This design comes from an exercise in tuning for small area on the open sky130 flow, not from production work.
In this exercise RTL edits were held to simulation tests only and were not proved equivalent to the original.

$ cat design/flow/run.sh
#!/bin/bash
# synth_recipe.tcl (not shown) runs the flow's synth.tcl, then flattens the netlist and writes it again
# the make line also repeats each setting of config.mk as NAME=value (left out here)
make -C /OpenROAD-flow-scripts/flow DESIGN_CONFIG=/design/flow/config.mk WORK_HOME=/design/flow/orfs CLKGATE_MAP_FILE= SYNTH_SCRIPT=/design/flow/synth_recipe.tcl finish
$ cat design/flow/config.mk
export PLATFORM = sky130hd
export DESIGN_NAME = top
export DESIGN_NICKNAME = top
export VERILOG_FILES = /design/flow/design.v
export SDC_FILE = /design/flow/constraint.sdc
export NUM_CORES = 4
export LEC_CHECK = 0
export CAP_MARGIN = 20
export CORE_MARGIN = 2
export CORE_UTILIZATION = 40
export PLACE_DENSITY = 0.6
export SLEW_MARGIN = 20
$ cat design/flow/constraint.sdc
create_clock -name core_clock -period 10.0 [get_ports {CLOCK_25}]
set_input_delay 2.0000 -clock core_clock [delete_from_list [all_inputs] [get_ports {CLOCK_25}]]
set_output_delay 2.0000 -clock core_clock [all_outputs]
set_load 0.01 [all_outputs]
$ cat design/flow/design.v
module motorCtrlSimple_v2(
	input CLK,
	input reset,
	input [15:0] divider,
	input [15:0] stepsToGo,
	input dirInput,
	output reg dir,
	output step,
	output reg activeMode
);
reg [15:0] clockCounter;
reg [15:0] dividerLoc;
reg [15:0] stepsCnt;
reg stepInt;
assign step = stepInt;  
reg [7:0] delayCounter;
reg [1:0] state;
always @(posedge CLK) begin
	if(reset) begin
		dir <= 0;
		activeMode <= 0;
		clockCounter <= 0;
		dividerLoc <= 0;
		stepsCnt <= 0;
		stepInt <= 0;
		delayCounter <= 0;
		state <= 2'b00;
	end
	else
	case(state)
	2'b00: begin
		activeMode <= 0;		
		stepsCnt <= stepsToGo[15:0];	
		dividerLoc <= divider;
		dir <= dirInput;
		delayCounter <= 8'hff;
		if(stepsToGo[15:0] != 0) begin
			if(dir != dirInput) begin
				state <= 2'b01;	
			end
			else if(dir == dirInput) begin
				state <= 2'b11;
			end
		end
	end
	2'b01: begin			
		if(delayCounter == 0) begin
			state <= 2'b11;		
		end
		else begin			
			delayCounter <= delayCounter - 1;
		end
	end
	2'b11: begin		
		activeMode <= 1;	
		if((stepsCnt==16'h0)&&(clockCounter==15'h0)) begin
			state <= 2'b00;	
		end
		else begin		
			if(clockCounter == 0) begin
				stepInt <= 1;	
				clockCounter <= dividerLoc;	
				stepsCnt <= stepsCnt - 16'h1;
			end
			else begin
				clockCounter <= clockCounter - 16'h1;						
				if(clockCounter == {1'b0, dividerLoc[15:1]})
					stepInt <= 0;	
			end
		end
	end
	endcase
end
endmodule
module async_transmitter(
	input clk,
	input rst,
	input TxD_start,
	input [7:0] TxD_data,
	output TxD,
	output TxD_busy
);
parameter ClkFrequency = 10000000;	 
parameter Baud = 115200;
wire BitTick;
BaudTickGen #(ClkFrequency, Baud) tickgen(.clk(clk), .rst(rst), .enable(TxD_busy), .tick(BitTick));
reg [3:0] TxD_state;
wire TxD_ready = (TxD_state==0);
assign TxD_busy = ~TxD_ready;
reg [7:0] TxD_shift;
always @(posedge clk)
if(rst) begin
	TxD_shift <= 0;
	TxD_state <= 0;
end
else
begin
	if(TxD_ready & TxD_start)
		TxD_shift <= TxD_data;
	else
	if(TxD_state[3] & BitTick)
		TxD_shift <= (TxD_shift >> 1);
	case(TxD_state)
		4'b0000: if(TxD_start) TxD_state <= 4'b0100;
		4'b0100: if(BitTick) TxD_state <= 4'b1000;   
		4'b1000: if(BitTick) TxD_state <= 4'b1001;   
		4'b1001: if(BitTick) TxD_state <= 4'b1010;   
		4'b1010: if(BitTick) TxD_state <= 4'b1011;   
		4'b1011: if(BitTick) TxD_state <= 4'b1100;   
		4'b1100: if(BitTick) TxD_state <= 4'b1101;   
		4'b1101: if(BitTick) TxD_state <= 4'b1110;   
		4'b1110: if(BitTick) TxD_state <= 4'b1111;   
		4'b1111: if(BitTick) TxD_state <= 4'b0010;   
		4'b0010: if(BitTick) TxD_state <= 4'b0011;   
		4'b0011: if(BitTick) TxD_state <= 4'b0000;   
		default: if(BitTick) TxD_state <= 4'b0000;
	endcase
end
assign TxD = (TxD_state<4) | (TxD_state[3] & TxD_shift[0]);   
endmodule
module async_receiver(
	input clk,
	input rst,
	input RxD,
	output reg RxD_data_ready,
	output reg [7:0] RxD_data,   
	output RxD_idle,   
	output reg RxD_endofpacket   
);
parameter ClkFrequency = 25000000;  
parameter Baud = 115200;
parameter Oversampling = 16;   
reg [3:0] RxD_state;
wire OversamplingTick;
BaudTickGen #(ClkFrequency, Baud, Oversampling) tickgen(.clk(clk), .rst(rst), .enable(1'b1), .tick(OversamplingTick));
reg [1:0] RxD_sync;
always @(posedge clk) if(rst) RxD_sync <= 2'b11; else if(OversamplingTick) RxD_sync <= {RxD_sync[0], RxD};
reg [1:0] Filter_cnt;
reg RxD_bit;
always @(posedge clk)
if(rst) begin
	Filter_cnt <= 2'b11;
	RxD_bit <= 1'b1;
end
else if(OversamplingTick)
begin
	if(RxD_sync[1]==1'b1 && Filter_cnt!=2'b11) Filter_cnt <= Filter_cnt + 1'd1;
	else 
	if(RxD_sync[1]==1'b0 && Filter_cnt!=2'b00) Filter_cnt <= Filter_cnt - 1'd1;
	if(Filter_cnt==2'b11) RxD_bit <= 1'b1;
	else
	if(Filter_cnt==2'b00) RxD_bit <= 1'b0;
end
function integer log2(input integer v); begin log2=0; while(v>>log2) log2=log2+1; end endfunction
localparam l2o = log2(Oversampling);
reg [l2o-2:0] OversamplingCnt;
always @(posedge clk) if(rst) OversamplingCnt <= 0; else if(OversamplingTick) OversamplingCnt <= (RxD_state==0) ? 1'd0 : OversamplingCnt + 1'd1;
wire sampleNow = OversamplingTick && (OversamplingCnt==Oversampling/2-1);
always @(posedge clk)
if(rst) RxD_state <= 4'b0000; else
case(RxD_state)
	4'b0000: if(~RxD_bit) RxD_state <=     4'b0001 ;   
	4'b0001: if(sampleNow) RxD_state <= 4'b1000;   
	4'b1000: if(sampleNow) RxD_state <= 4'b1001;   
	4'b1001: if(sampleNow) RxD_state <= 4'b1010;   
	4'b1010: if(sampleNow) RxD_state <= 4'b1011;   
	4'b1011: if(sampleNow) RxD_state <= 4'b1100;   
	4'b1100: if(sampleNow) RxD_state <= 4'b1101;   
	4'b1101: if(sampleNow) RxD_state <= 4'b1110;   
	4'b1110: if(sampleNow) RxD_state <= 4'b1111;   
	4'b1111: if(sampleNow) RxD_state <= 4'b0010;   
	4'b0010: if(sampleNow) RxD_state <= 4'b0000;   
	default: RxD_state <= 4'b0000;
endcase
always @(posedge clk)
if(rst) RxD_data <= 0; else
if(sampleNow && RxD_state[3]) RxD_data <= {RxD_bit, RxD_data[7:1]};
always @(posedge clk)
if(rst) RxD_data_ready <= 0; else
begin
	RxD_data_ready <= (sampleNow && RxD_state==4'b0010 && RxD_bit);   
end
reg [l2o+1:0] GapCnt;
always @(posedge clk) if (rst) GapCnt<=0; else if (RxD_state!=0) GapCnt<=0; else if(OversamplingTick & ~GapCnt[log2(Oversampling)+1]) GapCnt <= GapCnt + 1'h1;
assign RxD_idle = GapCnt[l2o+1];
always @(posedge clk) if (rst) RxD_endofpacket <= 0; else RxD_endofpacket <= OversamplingTick & ~GapCnt[l2o+1] & &GapCnt[l2o:0];
endmodule
module ASSERTION_ERROR();
endmodule
module BaudTickGen(
	input clk, rst, enable,
	output tick   
);
parameter ClkFrequency = 25000000;
parameter Baud = 115200;
parameter Oversampling = 1;
function integer log2(input integer v); begin log2=0; while(v>>log2) log2=log2+1; end endfunction
localparam AccWidth = log2(ClkFrequency/Baud)+8;   
reg [AccWidth:0] Acc;
localparam ShiftLimiter = log2(Baud*Oversampling >> (31-AccWidth));   
localparam Inc = ((Baud*Oversampling << (AccWidth-ShiftLimiter))+(ClkFrequency>>(ShiftLimiter+1)))/(ClkFrequency>>ShiftLimiter);
always @(posedge clk) if(rst) Acc <= 0; else if(enable) Acc <= Acc[AccWidth-1:0] + Inc[AccWidth:0]; else Acc <= Inc[AccWidth:0];
assign tick = Acc[AccWidth];
endmodule
module top(
	input  CLOCK_25,
	input reset,
	output LED,
output [9:0] step,
output [9:0] dir,
input [9:0] term,
input 	UART_RX,
output 	UART_TX,
output DebugPin1,
output reg DebugPin2,
output reg DebugPin3,
output DebugPin_85,
output DebugPin5,
output DebugPin6,
output DebugPin7,
output DebugPin8,
output DebugPin9,
output debugPin106,
output DebugPin_86,
output DebugPin_87,
output DebugPin_103
);
assign LED = ledReg[24];
reg [24:0] ledReg;
always @(posedge CLOCK_25) begin
	if(reset) ledReg <= 0; else
	ledReg <= ledReg + 1;	
end
wire rst;
wire [9:0] fifoEmpty;
wire [9:0] mrCtrlActive;
reg [9:0] mrCtrlActiveR;
reg [15:0] divider[9:0];
reg [15:0] stepCounter[9:0];
reg dirReg[9:0];
reg [9:0] dataPending;
assign DebugPin_87 = step[0];
assign DebugPin_103 = dir[0];
assign DebugPin5 = mrCtrlActive[0];
assign DebugPin6 = dataPending[0];
wire stepCommonWire;
genvar i;
generate
for(i = 0; i < 10; i = i + 1 ) begin : motorControlBlock
motorCtrlSimple_v2 mr(.CLK(CLOCK_25), 
							 .reset(reset),
							 .divider(divider[i][15:0]), 
							 .stepsToGo(stepCounter[i][15:0]), 
							 .dirInput(dirReg[i]),
							 .dir(dir[i]), 
							 .step( step[i]), 
							 .activeMode(mrCtrlActive[i]));
end
endgenerate
reg [31:0] timerCounter; always @(posedge CLOCK_25) timerCounter <= timerCounter + 31'h1;
wire uartRxDataReady;
wire [7:0] uartRxData;
reg uartRxDataReadyL; always @(posedge CLOCK_25) if(reset) uartRxDataReadyL <= 1'b0; else uartRxDataReadyL <= uartRxDataReady;
wire uartRxDataReadyPE = ((uartRxDataReady==1'b1)&&(uartRxDataReadyL==1'b0));
wire uartRxDataReadyNE = ((uartRxDataReady==1'b0)&&(uartRxDataReadyL==1'b1));
reg uartRxDataReadyPEregDebug; always @(posedge CLOCK_25) uartRxDataReadyPEregDebug <= ((uartRxDataReady==1'b1)&&(uartRxDataReadyL==1'b0));
assign DebugPin1 = uartRxDataReadyPE;
assign DebugPin7 = uartRxDataReady;
async_receiver #(.ClkFrequency(25000000), .Baud(115200)) RX(.clk(CLOCK_25), .rst(reset),
																					.RxD(UART_RX), 
																					.RxD_data_ready(uartRxDataReady), 
																					.RxD_data(uartRxData)
 );
assign DebugPin_85 = 1'b0;
assign DebugPin9 = 1'b0;
assign DebugPin_86 = 1'b0;
reg [3:0] uartRecvState;	
reg [3:0] curMrCtrl;
reg [47:0] uartCmd;
reg [17:0] uartTimeOutCounter;
wire sendDriveStatus = uartRxDataReady && (uartRecvState==0) && (uartRxData[3:0] == 4'hF);
assign debugPin106 = sendDriveStatus;
integer c;
always @(posedge CLOCK_25) begin
	if(reset) begin
		uartRecvState <= 0;
		curMrCtrl <= 0;
		uartCmd <= 0;
		uartTimeOutCounter <= 0;
		DebugPin2 <= 0;
		DebugPin3 <= 0;
		dataPending <= 0;
		mrCtrlActiveR <= 0;
		for ( c = 0; c < 10; c = c + 1) begin
			divider[c] <= 0;
			stepCounter[c] <= 0;
			dirReg[c] <= 0;
		end
	end
	else begin
	if(uartRxDataReadyPE) begin
		if(uartRecvState == 0) begin
			if(uartRxData[3:0] == 4'hF) begin				
				uartRecvState <= 0;					
			end
			else begin
				curMrCtrl <= uartRxData[3:0];
				uartRecvState <= uartRecvState + 4'h1;
			end		
		end
		else begin
			uartRecvState <= uartRecvState + 4'h1;		
		end
		uartCmd[47:0] <= {uartRxData[7:0], uartCmd[47:8]}; 		
	end	
	else begin		
		if(uartTimeOutCounter == 18'h0) begin
			uartRecvState <= 4'h0;	
			DebugPin3 <= 1;
		end
		else begin
			DebugPin3 <= 0;
		end
	end
	if(uartRxDataReadyPE) begin
		uartTimeOutCounter <= 18'h3ffff;		 
	end
	else if(uartTimeOutCounter>0) begin
		uartTimeOutCounter <= uartTimeOutCounter - 18'h1;		
	end
	DebugPin2 <=  uartRxDataReadyNE && (uartRecvState == 5);
	if(uartRxDataReadyNE) begin	
		if(uartRecvState == 6) begin
			uartRecvState <= 0;		
			if((curMrCtrl < 4'd10) && (dataPending[curMrCtrl] == 0)) begin
				divider[curMrCtrl] <= uartCmd[31:16];
				stepCounter[curMrCtrl] <= uartCmd[47:32];		
				dirReg[curMrCtrl] <= uartCmd[15];
				dataPending[curMrCtrl] <= 1;
			end
		end		
	end
	else begin	
		mrCtrlActiveR <= mrCtrlActive;		
		for ( c = 0; c < 10; c = c + 1) begin: lbl        
			if({mrCtrlActive[c], mrCtrlActiveR[c]}==2'b10) begin
				dataPending[c] <= 0;
				stepCounter[c] <= 0;
			end	
		end		
	end
	end
end
reg [17:0] sendDelay;
wire uartBusy; reg uartBusyR; 
reg [2:0] uartSendState;
reg uartStartSignal;
reg [7:0] uartTxData;
assign DebugPin8 = uartStartSignal;
async_transmitter #(.ClkFrequency(25000000), .Baud(115200)) TX(.clk(CLOCK_25), .rst(reset),
																					.TxD(UART_TX), 
																					.TxD_start(uartStartSignal), 
																					.TxD_data(uartTxData),
																					.TxD_busy(uartBusy));
parameter delay_between_bytes=18'hfff;
parameter delay_between_packs=18'h3ffff;
always @(posedge CLOCK_25) begin
	if(reset) begin
		uartSendState <= 3'b111;
		uartStartSignal <= 0;
		uartTxData <= 0;
		sendDelay <= 0;
	end
	else
	case(uartSendState)
		3'b000:  begin
			if(sendDriveStatus == 1) begin
				uartTxData[7:0] <= {2'h0, 1'b0, dataPending[4:0]};
				uartStartSignal <= 1;				
				sendDelay <= delay_between_bytes;	
				uartSendState <= 3'b001;			
			end		
			else begin
				uartStartSignal <= 0;
			end
		end
		3'b001: begin
			uartStartSignal <= 0;			
			if(sendDelay == 0) begin
				uartSendState <= 3'b010;
			end
			else begin
				sendDelay <= sendDelay - 18'h1;
			end			
		end		
		3'b010: begin			
			uartTxData[7:0] <= {2'h1, 1'b0, dataPending[9:5]};
			uartStartSignal <= 1;									
			sendDelay <= delay_between_bytes;
			uartSendState <= 3'b011;
		end
		3'b011: begin
			uartStartSignal <= 0;					
			if(sendDelay == 0) begin
				uartSendState <= 3'b100;
			end
			else begin
				sendDelay <= sendDelay - 18'h1;
			end	
		end				
		3'b100: begin
			uartTxData[7:0] <= {2'h2, 1'b0, ~term[4:0]};
			uartStartSignal <= 1;				
			sendDelay <= delay_between_bytes;
			uartSendState <= 3'b101;	
		end	
		3'b101: begin
			uartStartSignal <= 0;			
			if(sendDelay == 0) begin
				uartSendState <= 3'b110;
			end
			else begin
				sendDelay <= sendDelay - 18'h1;
			end	
		end	
		3'b110: begin
			uartTxData[7:0] <= {2'h3, 1'b0, ~term[9:5]};
			uartStartSignal <= 1;									
			sendDelay <= delay_between_packs;
			uartSendState <= 3'b111;
		end	
		3'b111: begin
			uartStartSignal <= 0;					
				uartSendState <= 3'b000;
		end	
		default: begin
			uartStartSignal <= 0;		
		end
	endcase	
end
endmodule
==> impl_metrics.py <==
metrics = {
    "flow_run": {
        "maxCapViolCount": 0,
    },
    "placement": {
        "place_inst": 7793,
        "dp_hpwl_mm": 103,
        "portBuffers": 44,
        "gp_congestion": 0.904,
        "dpl_cell_area_um2": 57900,
        "pre_cts_ws_ns": 4.80,
    },
    "min_path": {
        "whs_path_depth": 2,
        "min_path_type": "reg -> reg",
        "min_from": "uartTxData[0]",
        "whs_endpoint": "uartTxData[0]",
    },
    "floorplanning": {
        "core_area_um2": 139000,
        "rows": 137,
        "die-area_um2": 143000,
        "die_x_um": 378,
        "start_util_pct": 40.2,
        "ioPinCount": 48,
        "die_h_um": 378,
    },
    "yosys": {
        "synth_warnings": 6,
        "synthArstFlopShare_pct": 0,
        "syn_inst": 6194,
        "ys_ff_latch": 1138,
        "syn_avg_cell_area_um2": 9.05,
        "synth_cell_types": 91,
        "seq_area_frac_synth_pct": 46.5,
        "synth_ff_type": "dfxtp_1",
        "synth-edff-count": 330,
        "netlist_area_um2": 56000,
    },
    "cells_and_area": {
        "seq_area_um2": 26100,
        "final_common_cell": "dfxtp_1",
        "multi_input_area_um2": 27700,
        "area_growth_pct": 11.1,
        "final_cells": 8027,
        "drive_above_1_share_pct": 6.23,
        "fillers": 13400,
        "layout_common_cells": "dfxtp_1 (808), nor2_1 (607), nand2_1 (524)",
        "final_nets": 6181,
        "design_area_um2": 62300,
    },
    "worst_setup_path": {
        "r2r_end": "motorControlBlock[8].mr.state[1]",
        "cp.arrival_ns": 2.83,
        "r2r_start": "motorControlBlock[8].mr.clockCounter[0]",
        "crit_type": "reg -> out",
        "required_ns": 8.00,
        "cpPeakStageDelay_ns": 0.55,
        "crit_cells": 6,
        "path_buf_inv": 3,
        "critical-path-slowest-cell": "clkdlybuf4s50_1",
        "path_max_fanout": 5,
        "crit_top_cell": "inv_1",
        "critPathLaunchType": "flop",
        "crit_path_cell_trace": "inv_1 -> ha_1 -> nor3b_1 -> nand3_1 -> inv_1 -> clkdlybuf4s50_1",
        "r2r_slack_ns": 5.90,
        "reg2reg_depth": 8,
        "critPathTopFamily": "buffers and inverters",
        "end_kind": "primary output",
    },
    "routing": {
        "drtIter0Drc": 4306,
        "vias": 46100,
        "highest_layer": "met5",
        "wl_per_cell_um": 19.5,
        "met3_length_mm": 9.51,
        "wirelength_mm": 156,
        "viasPerCell": 5.74,
        "route.met2.wl_mm": 71.1,
        "ant_nets": 0,
        "met1_length_mm": 71.2,
        "drcViolationCount": 0,
        "firstDrtPassIters": 7,
    },
    "clocking": {
        "cts_made_buffers": 121,
        "cts.repair.resized": 0,
        "cts_sinks": 1138,
        "htreeDepth": 3,
        "clk_latency_ns": 0.76,
        "cts-root-buf": "clkbuf_16",
        "cts_hold_buf": 0,
        "cts_tree": "done",
        "cts_setup_buffers": 0,
        "cts_buffer_depth": 3,
        "clk_pin_slew_ns": 0.06,
    },
    "run_status": {
        "status": "timing/DRC/antenna clean",
    },
    "timing": {
        "tightest_slew_ns": 1.07,
        "fmax_mhz": 207,
        "tns_ns": 0,
        "rsz0062_at_grt": "no",
        "max-slew-margin-rel_pct": 28.3,
        "hold_violations": 0,
        "setup_viol": 0,
        "skew_ns": 0.0376,
        "drv_slew": 0,
        "fin_crit_sh_pct": 48.3,
        "worst_slack_ns": 5.17,
        "fin_crit_ns": 4.83,
        "hold_slack_ns": 0.454,
    },
    "global_routing": {
        "grt_pass1_vias": 42500,
        "antenna_found_initial": 12,
        "track_usage_pct": 21.3,
        "grt_max_degree": 177,
        "gr-total-overflow": 0,
        "grt_pass1_wl_mm": 244,
    },
}
per-stage QoR:
stage | util (%)
2_1_floorplan | -
3_3_place_gp | 41.6
3_5_place_dp | 41.6
4_1_cts | 44.7
5_1_grt | 44.7
6_report | 44.7
routing by layer:
metal  vias up  GRT usage, %
li1      22100             -
met1     22200          30.0
met2      1472          33.8
met3       257          2.54
met4         2          7.05
met5         -             0
cells by family after synthesis:
kind of cell    after synthesis  synth area share (%)
xor+xnor                    284                  4.44
other cells                   1               0.00669
compound gates             1382                  15.7
mux                         232                  4.24
simple gates               2450                  22.2
buf+inv                     580                  4.07
flops                      1138                  46.5
fa+ha+maj                   127                  2.84
worst max-delay path by stage:
stage / slack (ns) / start / to
2_1_floorplan: 5.90 / reset / dirReg[7]
3_3_place_gp: 4.77 / reset / motorControlBlock[7].mr.state[0]
3_5_place_dp: 4.80 / reset / motorControlBlock[7].mr.state[0]
4_1_cts: 5.16 / uartRecvState[0] / debugPin106
5_1_grt: 5.06 / uartRecvState[0] / debugPin106
6_report: 5.17 / uartRecvState[0] / debugPin106
worst register-to-register path, stage by stage (launching register included):
cell and delay [ns]:
dfxtp_1 0.39, inv_1 0.13, ha_1 0.17, nor4b_1 0.71
nand4_1 0.87, o21a_1 0.69, nor4_1 0.59, o21ai_0 0.19
a32o_1 0.25
cells in the mapped netlist (37+ instances only):
| cell | instances | area, um2 |
|---|---|---|
| a211oi_1 | 51 | 383 |
| a21oi_1 | 471 | 2360 |
| a22oi_1 | 88 | 661 |
| a31oi_1 | 97 | 607 |
| and2_1 | 306 | 1910 |
| and3_1 | 108 | 676 |
| clkbuf_1 | 361 | 1360 |
| dfxtp_1 | 808 | 16200 |
| edfxtp_1 | 330 | 9910 |
| ha_1 | 127 | 1590 |
| inv_1 | 159 | 597 |
| mux2i_1 | 209 | 2090 |
| nand2_1 | 524 | 1970 |
| nand2b_1 | 46 | 288 |
| nand3_1 | 160 | 801 |
| nand4_1 | 69 | 432 |
| nor2_1 | 608 | 2280 |
| nor3_1 | 169 | 846 |
| nor4_1 | 162 | 1010 |
| o211ai_1 | 37 | 278 |
| o21ai_0 | 263 | 1320 |
| o31ai_1 | 37 | 278 |
| or3_1 | 75 | 469 |
| or4_1 | 57 | 428 |
| xnor2_1 | 136 | 1190 |
| xor2_1 | 148 | 1300 |
state kept, by name, summed over array words and instances (netlist names), 12 cells and up:
name and flops:
stepCounter 160, motorControlBlock.mr.stepsCnt 160, divider 160, motorControlBlock.mr.clockCounter 160, sendDelay 18, RX.tickgen.Acc 12, ledReg 25, uartTimeOutCounter 18
motorControlBlock.mr.state 20, motorControlBlock.mr.delayCounter 80, TX.tickgen.Acc 16, motorControlBlock.mr.dividerLoc 160, uartCmd 33
cell type report:
type,instances,share of cell area [%]
multi-input cells,4478,44.5
well taps,1876,3.77
clock inverters,69,1.54
diodes,2,0.00804
inverters,166,1.01
clock buffers,162,5.39
repair buffers,136,1.84
flip-flops and latches,1138,41.9

[re-timing with driven ports]
No port has a modelled driver above. Below, the same layout with a new extraction and two added sets of constraints.
Step 1 assumes that a clkbuf_16 drives the clock port and a buf_2 every other input.
Step 2 also shifts input and output timing later by t, the mid clock arrival at the registers, as if the neighbouring blocks saw the same clock.
a / b / c = no drivers / after step 1 / after step 2; a / b = the first two.
t, ns: 0.813
setup WS [ns]: 5.166 / 5.094 / 4.773
hold slack, ns: 0.454 / 0.454 / 0.454
After both steps this run still meets setup and hold. The setup slack of this run moves by -0.072 ns with the drivers and by -0.393 ns with both steps.
